Background: an optimization exercise with open tools, aiming at small area. Do not read the settings as production practice.
Only the layout flow was run in this run; the RTL was not checked for function there.

$ cat design/flow/run.sh
#!/bin/bash
# synth_recipe.tcl (not shown) runs the flow's synth.tcl, then flattens the netlist and writes it again
# the make line also repeats each setting of config.mk as NAME=value (left out here)
make -C /OpenROAD-flow-scripts/flow DESIGN_CONFIG=/design/flow/config.mk WORK_HOME=/design/flow/orfs CLKGATE_MAP_FILE= SYNTH_SCRIPT=/design/flow/synth_recipe.tcl finish
$ cat design/flow/config.mk
export PLATFORM = sky130hd
export DESIGN_NAME = cordic_pipeline_rtl
export DESIGN_NICKNAME = cordic_pipeline_rtl
export VERILOG_FILES = /design/flow/design.v
export SDC_FILE = /design/flow/constraint.sdc
export NUM_CORES = 4
export LEC_CHECK = 0
export CAP_MARGIN = 20
export CORE_MARGIN = 2
export CORE_UTILIZATION = 40
export SLEW_MARGIN = 20
$ cat design/flow/constraint.sdc
create_clock -name core_clock -period 4.5 [get_ports {clock}]
set_input_delay 0.9000 -clock core_clock [delete_from_list [all_inputs] [get_ports {clock}]]
set_output_delay 0.9000 -clock core_clock [all_outputs]
set_load 0.01 [all_outputs]
$ cat design/flow/design.v
module cordic_pipeline_rtl( clock, reset, ce, angle_in, sin_out, cos_out, valid_out );
input clock, reset, ce;
input signed [11:0] angle_in;
output signed [11:0] sin_out, cos_out;
output valid_out;
reg [3:0] valid_cnt;
always @(posedge clock)
  if (reset == 1'b0) valid_cnt <= 4'd15;
  else if (ce && valid_cnt != 4'd0) valid_cnt <= valid_cnt - 4'd1;
assign valid_out = (valid_cnt == 4'd0);
reg signed [11:0] l1_t;
wire [10:0] d_1;
wire dd_2 = ~l1_t[11];
assign d_1[0] = dd_2;
wire signed [12:0] a_3 = 13'sd0 + (dd_2 ? 13'sd804 : -13'sd804);
wire dd_4 = ($signed(l1_t) >= a_3);
assign d_1[1] = dd_4;
wire signed [12:0] a_5 = a_3 + (dd_4 ? 13'sd475 : -13'sd475);
wire dd_6 = ($signed(l1_t) >= a_5);
assign d_1[2] = dd_6;
wire signed [12:0] a_7 = a_5 + (dd_6 ? 13'sd251 : -13'sd251);
wire dd_8 = ($signed(l1_t) >= a_7);
assign d_1[3] = dd_8;
wire signed [12:0] a_9 = a_7 + (dd_8 ? 13'sd127 : -13'sd127);
wire signed [13:0] z_10 = $signed(l1_t) - a_9 + 14'sd128;
wire [6:0] sv_11 = z_10[13] ? 7'd0 : (|z_10[12:8]) ? 7'd127 : z_10[7:1];
assign d_1[4] = sv_11[6];
assign d_1[5] = sv_11[5];
assign d_1[6] = sv_11[4];
assign d_1[7] = sv_11[3];
assign d_1[8] = sv_11[2];
assign d_1[9] = sv_11[1];
assign d_1[10] = sv_11[0];
reg [10:0] l2_d;
reg [10:0] l3_d;
reg [10:0] l4_d;
reg [10:0] l5_d;
reg [10:0] l6_d;
reg [10:0] l7_d;
reg [10:0] l8_d;
reg [10:0] l9_d;
reg [10:0] l10_d;
reg [10:0] l11_d;
reg signed [11:0] x_12, y_13;
always @* case (l11_d[3:0])
  4'd0: begin x_12 = 12'hfb0; y_13 = 12'h970; end
  4'd1: begin x_12 = 12'h690; y_13 = 12'hfb0; end
  4'd2: begin x_12 = 12'h510; y_13 = 12'hbd0; end
  4'd3: begin x_12 = 12'h430; y_13 = 12'h510; end
  4'd4: begin x_12 = 12'h2d0; y_13 = 12'ha10; end
  4'd5: begin x_12 = 12'h5f0; y_13 = 12'h2d0; end
  4'd6: begin x_12 = 12'h670; y_13 = 12'heb0; end
  4'd7: begin x_12 = 12'h150; y_13 = 12'h670; end
  4'd8: begin x_12 = 12'h150; y_13 = 12'h990; end
  4'd9: begin x_12 = 12'h670; y_13 = 12'h150; end
  4'd10: begin x_12 = 12'h5f0; y_13 = 12'hd30; end
  4'd11: begin x_12 = 12'h2d0; y_13 = 12'h5f0; end
  4'd12: begin x_12 = 12'h430; y_13 = 12'haf0; end
  4'd13: begin x_12 = 12'h510; y_13 = 12'h430; end
  4'd14: begin x_12 = 12'h690; y_13 = 12'h050; end
  4'd15: begin x_12 = 12'hfb0; y_13 = 12'h690; end
  default: begin x_12 = 12'h000; y_13 = 12'h000; end
endcase
wire signed [11:0] sy_x_14 = y_13 >>> 4;
wire signed [11:0] sx_x_14 = x_12 >>> 4;
wire [12:0] tx_16;
wire [12:0] ty_17;
wire [11:0] tx_16_b = (sy_x_14 ^ {12{l11_d[4]}});
wire [12:0] tx_16_c;
assign tx_16_c[0] = l11_d[4];
assign tx_16[0] = 1'b0;
assign tx_16[12:1] = x_12 ^ tx_16_b ^ tx_16_c[11:0];
assign tx_16_c[12:1] = (x_12 & tx_16_b) | (x_12 & tx_16_c[11:0]) | (tx_16_b & tx_16_c[11:0]);
wire [11:0] ty_17_b = (sx_x_14 ^ {12{~l11_d[4]}});
wire [12:0] ty_17_c;
assign ty_17_c[0] = ~l11_d[4];
assign ty_17[0] = 1'b0;
assign ty_17[12:1] = y_13 ^ ty_17_b ^ ty_17_c[11:0];
assign ty_17_c[12:1] = (y_13 & ty_17_b) | (y_13 & ty_17_c[11:0]) | (ty_17_b & ty_17_c[11:0]);
wire signed [11:0] x_14 = tx_16[12:1];
wire signed [11:0] y_15 = ty_17[12:1];
wire signed [11:0] sy_x_18 = y_15 >>> 5;
wire signed [11:0] sx_x_18 = x_14 >>> 5;
wire [12:0] tx_20;
wire [12:0] ty_21;
wire [11:0] tx_20_b = (sy_x_18 ^ {12{l11_d[5]}});
wire [12:0] tx_20_c;
assign tx_20_c[0] = l11_d[5];
assign tx_20[0] = 1'b0;
assign tx_20[12:1] = x_14 ^ tx_20_b ^ tx_20_c[11:0];
assign tx_20_c[12:1] = (x_14 & tx_20_b) | (x_14 & tx_20_c[11:0]) | (tx_20_b & tx_20_c[11:0]);
wire [11:0] ty_21_b = (sx_x_18 ^ {12{~l11_d[5]}});
wire [12:0] ty_21_c;
assign ty_21_c[0] = ~l11_d[5];
assign ty_21[0] = 1'b0;
assign ty_21[12:1] = y_15 ^ ty_21_b ^ ty_21_c[11:0];
assign ty_21_c[12:1] = (y_15 & ty_21_b) | (y_15 & ty_21_c[11:0]) | (ty_21_b & ty_21_c[11:0]);
wire signed [11:0] x_18 = tx_20[12:1];
wire signed [11:0] y_19 = ty_21[12:1];
reg signed [11:0] l12_x;
reg signed [11:0] l12_y;
reg [10:6] l12_d;
wire [10:0] dw_22 = {l12_d, 6'd0};
wire signed [11:0] sy_x_23 = l12_y >>> 6;
wire signed [11:0] sx_x_23 = l12_x >>> 6;
wire [12:0] tx_25;
wire [12:0] ty_26;
wire [11:0] tx_25_b = (sy_x_23 ^ {12{dw_22[6]}});
wire [12:0] tx_25_c;
assign tx_25_c[0] = dw_22[6];
assign tx_25[0] = 1'b0;
assign tx_25[12:1] = l12_x ^ tx_25_b ^ tx_25_c[11:0];
assign tx_25_c[12:1] = (l12_x & tx_25_b) | (l12_x & tx_25_c[11:0]) | (tx_25_b & tx_25_c[11:0]);
wire [11:0] ty_26_b = (sx_x_23 ^ {12{~dw_22[6]}});
wire [12:0] ty_26_c;
assign ty_26_c[0] = ~dw_22[6];
assign ty_26[0] = 1'b0;
assign ty_26[12:1] = l12_y ^ ty_26_b ^ ty_26_c[11:0];
assign ty_26_c[12:1] = (l12_y & ty_26_b) | (l12_y & ty_26_c[11:0]) | (ty_26_b & ty_26_c[11:0]);
wire signed [11:0] x_23 = tx_25[12:1];
wire signed [11:0] y_24 = ty_26[12:1];
wire signed [11:0] sy_x_27 = y_24 >>> 7;
wire signed [11:0] sx_x_27 = x_23 >>> 7;
wire [12:0] tx_29;
wire [12:0] ty_30;
wire [11:0] tx_29_b = (sy_x_27 ^ {12{dw_22[7]}});
wire [12:0] tx_29_c;
assign tx_29_c[0] = dw_22[7];
assign tx_29[0] = 1'b0;
assign tx_29[12:1] = x_23 ^ tx_29_b ^ tx_29_c[11:0];
assign tx_29_c[12:1] = (x_23 & tx_29_b) | (x_23 & tx_29_c[11:0]) | (tx_29_b & tx_29_c[11:0]);
wire [11:0] ty_30_b = (sx_x_27 ^ {12{~dw_22[7]}});
wire [12:0] ty_30_c;
assign ty_30_c[0] = ~dw_22[7];
assign ty_30[0] = 1'b0;
assign ty_30[12:1] = y_24 ^ ty_30_b ^ ty_30_c[11:0];
assign ty_30_c[12:1] = (y_24 & ty_30_b) | (y_24 & ty_30_c[11:0]) | (ty_30_b & ty_30_c[11:0]);
wire signed [11:0] x_27 = tx_29[12:1];
wire signed [11:0] y_28 = ty_30[12:1];
reg signed [11:0] l13_x;
reg signed [11:0] l13_y;
reg [10:8] l13_d;
wire [10:0] dw_31 = {l13_d, 8'd0};
wire signed [11:0] sy_x_32 = l13_y >>> 8;
wire signed [11:0] sx_x_32 = l13_x >>> 8;
wire [12:0] tx_34;
wire [12:0] ty_35;
wire [11:0] tx_34_b = (sy_x_32 ^ {12{dw_31[8]}});
wire [12:0] tx_34_c;
assign tx_34_c[0] = dw_31[8];
assign tx_34[0] = 1'b0;
assign tx_34[12:1] = l13_x ^ tx_34_b ^ tx_34_c[11:0];
assign tx_34_c[12:1] = (l13_x & tx_34_b) | (l13_x & tx_34_c[11:0]) | (tx_34_b & tx_34_c[11:0]);
wire [11:0] ty_35_b = (sx_x_32 ^ {12{~dw_31[8]}});
wire [12:0] ty_35_c;
assign ty_35_c[0] = ~dw_31[8];
assign ty_35[0] = 1'b0;
assign ty_35[12:1] = l13_y ^ ty_35_b ^ ty_35_c[11:0];
assign ty_35_c[12:1] = (l13_y & ty_35_b) | (l13_y & ty_35_c[11:0]) | (ty_35_b & ty_35_c[11:0]);
wire signed [11:0] x_32 = tx_34[12:1];
wire signed [11:0] y_33 = ty_35[12:1];
wire signed [11:0] sy_x_36 = y_33 >>> 9;
wire signed [11:0] sx_x_36 = x_32 >>> 9;
wire [12:0] tx_38;
wire [12:0] ty_39;
wire [11:0] tx_38_b = (sy_x_36 ^ {12{dw_31[9]}});
wire [12:0] tx_38_c;
assign tx_38_c[0] = dw_31[9];
assign tx_38[0] = 1'b0;
assign tx_38[12:1] = x_32 ^ tx_38_b ^ tx_38_c[11:0];
assign tx_38_c[12:1] = (x_32 & tx_38_b) | (x_32 & tx_38_c[11:0]) | (tx_38_b & tx_38_c[11:0]);
wire [11:0] ty_39_b = (sx_x_36 ^ {12{~dw_31[9]}});
wire [12:0] ty_39_c;
assign ty_39_c[0] = ~dw_31[9];
assign ty_39[0] = 1'b0;
assign ty_39[12:1] = y_33 ^ ty_39_b ^ ty_39_c[11:0];
assign ty_39_c[12:1] = (y_33 & ty_39_b) | (y_33 & ty_39_c[11:0]) | (ty_39_b & ty_39_c[11:0]);
wire signed [11:0] x_36 = tx_38[12:1];
wire signed [11:0] y_37 = ty_39[12:1];
wire signed [11:0] sy_x_40 = y_37 >>> 10;
wire signed [11:0] sx_x_40 = x_36 >>> 10;
wire [12:0] tx_42;
wire [12:0] ty_43;
wire [11:0] tx_42_b = (sy_x_40 ^ {12{dw_31[10]}});
wire [12:0] tx_42_c;
assign tx_42_c[0] = dw_31[10];
assign tx_42[0] = 1'b0;
assign tx_42[12:1] = x_36 ^ tx_42_b ^ tx_42_c[11:0];
assign tx_42_c[12:1] = (x_36 & tx_42_b) | (x_36 & tx_42_c[11:0]) | (tx_42_b & tx_42_c[11:0]);
wire [11:0] ty_43_b = (sx_x_40 ^ {12{~dw_31[10]}});
wire [12:0] ty_43_c;
assign ty_43_c[0] = ~dw_31[10];
assign ty_43[0] = 1'b0;
assign ty_43[12:1] = y_37 ^ ty_43_b ^ ty_43_c[11:0];
assign ty_43_c[12:1] = (y_37 & ty_43_b) | (y_37 & ty_43_c[11:0]) | (ty_43_b & ty_43_c[11:0]);
wire signed [11:0] x_40 = tx_42[12:1];
wire signed [11:0] y_41 = ty_43[12:1];
reg signed [11:0] l14_x;
reg signed [11:0] l14_y;
wire signed [23:0] ex_44 = l14_x;
wire signed [23:0] px_45 = ex_44 - (ex_44<<<2) + (ex_44<<<4) - (ex_44<<<5) + (ex_44<<<7) + (ex_44<<<9);
wire signed [11:0] rx_46 = px_45[21:10];
wire signed [23:0] ey_47 = l14_y;
wire signed [23:0] py_48 = ey_47 - (ey_47<<<2) + (ey_47<<<4) - (ey_47<<<5) + (ey_47<<<7) + (ey_47<<<9);
wire signed [11:0] ry_49 = py_48[21:10];
reg signed [11:0] l15_c;
reg signed [11:0] l15_s;
assign cos_out = l15_c;
assign sin_out = l15_s;
always @(posedge clock)
  if (ce) begin
    l1_t <= angle_in;
    l2_d <= d_1;
    l3_d <= l2_d;
    l4_d <= l3_d;
    l5_d <= l4_d;
    l6_d <= l5_d;
    l7_d <= l6_d;
    l8_d <= l7_d;
    l9_d <= l8_d;
    l10_d <= l9_d;
    l11_d <= l10_d;
    l12_x <= x_18;
    l12_y <= y_19;
    l12_d <= l11_d[10:6];
    l13_x <= x_27;
    l13_y <= y_28;
    l13_d <= dw_22[10:8];
    l14_x <= x_40;
    l14_y <= y_41;
    l15_c <= rx_46;
    l15_s <= ry_49;
  end
endmodule
==> impl_metrics.tcl <==
set metrics [dict create \
    r2r_cells 37 \
    fmax_ghz 0.0818 \
    cts_sinks 244 \
    insertion_delay_ns 0.55 \
    setup.worst_path.end "l14_x[11]" \
    cpPeakStageDelay_ns 0.58 \
    placed_cell_area_sq_um 21500 \
    drc 0 \
    synthMostInstantiatedCell "edfxtp_1" \
    first_iter_violations 343 \
    wl_per_cell_microns 13.8 \
    setup_viol 64 \
    cp_max_fo 3 \
    coreArea_sq_um 44000 \
    slew_violations 0 \
    cts_buffers 28 \
    synth_top_family_by_area "adder cells" \
    numPortBuffers 39 \
    hp-class "reg -> reg" \
    antenna_found_initial 0 \
    slew-limit-headroom_pct 42.7 \
    final_area_sq_um 23400 \
    synthTopCellsByArea "edfxtp_1, fa_1, ha_1" \
    vias 10900 \
    yosys.area.top_type_share_pct 38.2 \
    crit_required_ns 4.77 \
    syn_avg_cell_area_sq_um 13.0 \
    cp.arrival_ns 12.49 \
    min_period_ns 12.22 \
    hold_viol_final 0 \
    syn_inst 1363 \
    drt.antenna.violating_nets 0 \
    cts.clk_slew.worst_paths_ns 0.06 \
    num_antenna_cells 0 \
    critPathLaunch "l13_d[8]" \
    fin_crit_sh_pct 272 \
    cts_tree "built" \
    detail_route.first_pass.iterations 4 \
    cts_max_level 1 \
    ys_seq_area_share_pct 40.2 \
    r2r_slack_ns -7.72 \
    syn_to_final_growth_pct 31.9 \
    synth_top_area_cell "edfxtp_1" \
    die_w_microns 215 \
    hpwl_microns 25200 \
    r2r-end "l14_x[11]" \
    crit_top_cell "fa_2" \
    drive_gt1_share_pct 35.8 \
    start_util_pct 40.4 \
    yosys_warnings 1 \
    synthAdderAreaFrac_pct 34.1 \
    status "complete, but fails checks" \
    critical_path_class "reg -> reg" \
    place_inst 2238 \
    yosys.area_share.simple_pct 4.79 \
    cp-end-kind "flip-flop" \
    fin_cells 2345 \
    dieArea_sq_um 46100 \
    gp_congestion 0.800 \
    synth_common_cells "edfxtp_1, inv_1, fa_1, ha_1, xnor2_1" \
    synth-edff-count 226 \
    io_pins 40 \
    path_buf_inv 2 \
    fin_ws_ns -7.72 \
    tightest_slew_ns 0.859 \
    rsz0062_at_grt "true" \
    cts_buffer_depth 3 \
    path_depth 37 \
    yosysUniqueCellTypes 73 \
    grt_pass1_wl_microns 55200 \
    overflow 0 \
    drt_wl_total_microns 32500 \
    syn_nets 1742 \
    grt_usage_pct 14.5 \
    path_delay_family "adder cells" \
    drv_cap 0 \
    synth_area_sq_um 17800 \
    async_flop_share_pct 0 \
    startpoint_type "flip-flop" \
    rr_startpoint "l13_d[8]" \
    nNetsFinal 2110 \
    grt_pass1_vias 11800 \
    grt_max_degree 163 \
    yosys.area_share.xor_xnor_pct 8.27 \
    synth_ff_type "edfxtp_1" \
    synth_compound_area_share_pct 6.88 \
    rows 77 \
    via_per_inst 4.63 \
    cts_root_buffer "clkbuf_16" \
    crit_slowest_cell "fa_2" \
    finClkSkew_ns 0.0136 \
    die_h_microns 215 \
    so.violations "setup timing" \
    ys_seq_elements 244 \
    synthMuxAreaShare_pct 0.859 \
]
==> worst min path at each step <==
stage	start	to	cells past startpoint
floorplan	l9_d[0]	l10_d[0]	0
global placement	l3_d[10]	l4_d[10]	0
detailed placement	l2_d[9]	l3_d[9]	0
CTS	l9_d[6]	l10_d[6]	0
global route	l4_d[2]	l5_d[2]	0
finish	l6_d[10]	l7_d[10]	0
==> stage by stage <==
stage / hold WS (ns) / setup TNS (ns) / setup slack, ns / util [%]
2_1_floorplan: 0.400 / -195.01 / -7.62 / -
3_3_place_gp: 0.401 / -205.62 / -7.75 / 48.9
3_5_place_dp: 0.405 / -208.95 / -7.84 / 48.9
4_1_cts: 0.411 / -202.85 / -7.76 / 52.1
5_1_grt: 0.423 / -222.75 / -7.99 / 53.2
6_report: 0.415 / -208.05 / -7.72 / 53.2
==> kinds of logic after synthesis <==
| group | Yosys count |
|---|---|
| XOR/XNOR | 163 |
| AND/OR/NAND/NOR | 162 |
| multiplexers | 15 |
| AO/OA/AOI/OAI | 188 |
| buffers and inverters | 227 |
| adder cells (fa/ha/maj) | 364 |
| flip-flops | 244 |
==> cells in the final DEF, fill, tap and decap left out, types with 11 or more instances in the layout <==
cell type / instances
nand3_1: 11
dfxtp_1: 18
clkdlybuf4s50_1: 38
nand2_1: 25
o21ai_0: 22
ha_4: 17
ha_1: 144
inv_2: 11
clkbuf_16: 29
nor2b_1: 11
a21o_1: 21
fa_2: 111
buf_6: 12
xor2_1: 44
buf_4: 297
inv_1: 195
edfxtp_1: 226
nor2_1: 34
xnor2_1: 87
a21oi_2: 17
fa_1: 90
nor3_1: 12
xnor2_2: 16
a21oi_1: 44
==> registers in the layout, summed over array words and instances (netlist names), 11 cells and up <==
signal and flops:
l3_d 11, l14_y 12, l5_d 11, l13_y 12, l9_d 11, l12_x 12
l4_d 11, l13_x 12, l11_d 11, l1_t 12, l10_d 11, l12_y 12
l6_d 11, l8_d 11, l15_c 12, l15_s 12, l7_d 11, l14_x 12
l2_d 11
==> metal layers <==
layer | up-vias | GRT usage [%] | part of all wire, %
met3 | 36 | 1.67 | 2.1
met5 | - | 0 | 0
met4 | 0 | 3.22 | 1.6
met2 | 62 | 28.3 | 55
li1 | 5342 | - | -
met1 | 5412 | 17.0 | 41
==> area by class of cell <==
cell class / instances / area (sq um)
Fill cell: 3759 / 20600
Multi-Input combinational cell: 892 / 10900
Tap cell: 592 / 741
Sequential cell: 244 / 7150
Timing Repair Buffer: 354 / 2870
Clock buffer: 35 / 768
Inverter: 211 / 805
Clock inverter: 17 / 158
==> timing repair <==
item / 4_1_cts / 5_1_grt
gates resized for setup: 79 / 57
setup endpoints to repair: 64 / 69
hold buffers: 0 / 0
pin swaps: 41 / 49
setup buffers: 24 / 34

## separate check: timing with driven ports
The flow's constraints put no driver on any port. The routed layout listed below was extracted and timed again, unchanged, in two steps.
Step 1 assumes that a clkbuf_16 drives the clock port and a buf_2 every other input.
Step 2 times the ports against the registers' clock, not the clock port: input delays grow and output delays shrink by t, the midpoint of the rising clock arrivals with the driver on.
a / b / c = ideal ports / drivers / drivers and shift; a / b = the first two.
shift t [ns]: 0.593
slack for setup (ns): -7.721 / -7.721 / -7.721
clock arrival spread, ns: 0.014 / 0.014
pins driven straight from the clock port: 1
The setup slack of this run moves by 0.000 ns with the drivers and by 0.000 ns with both steps.
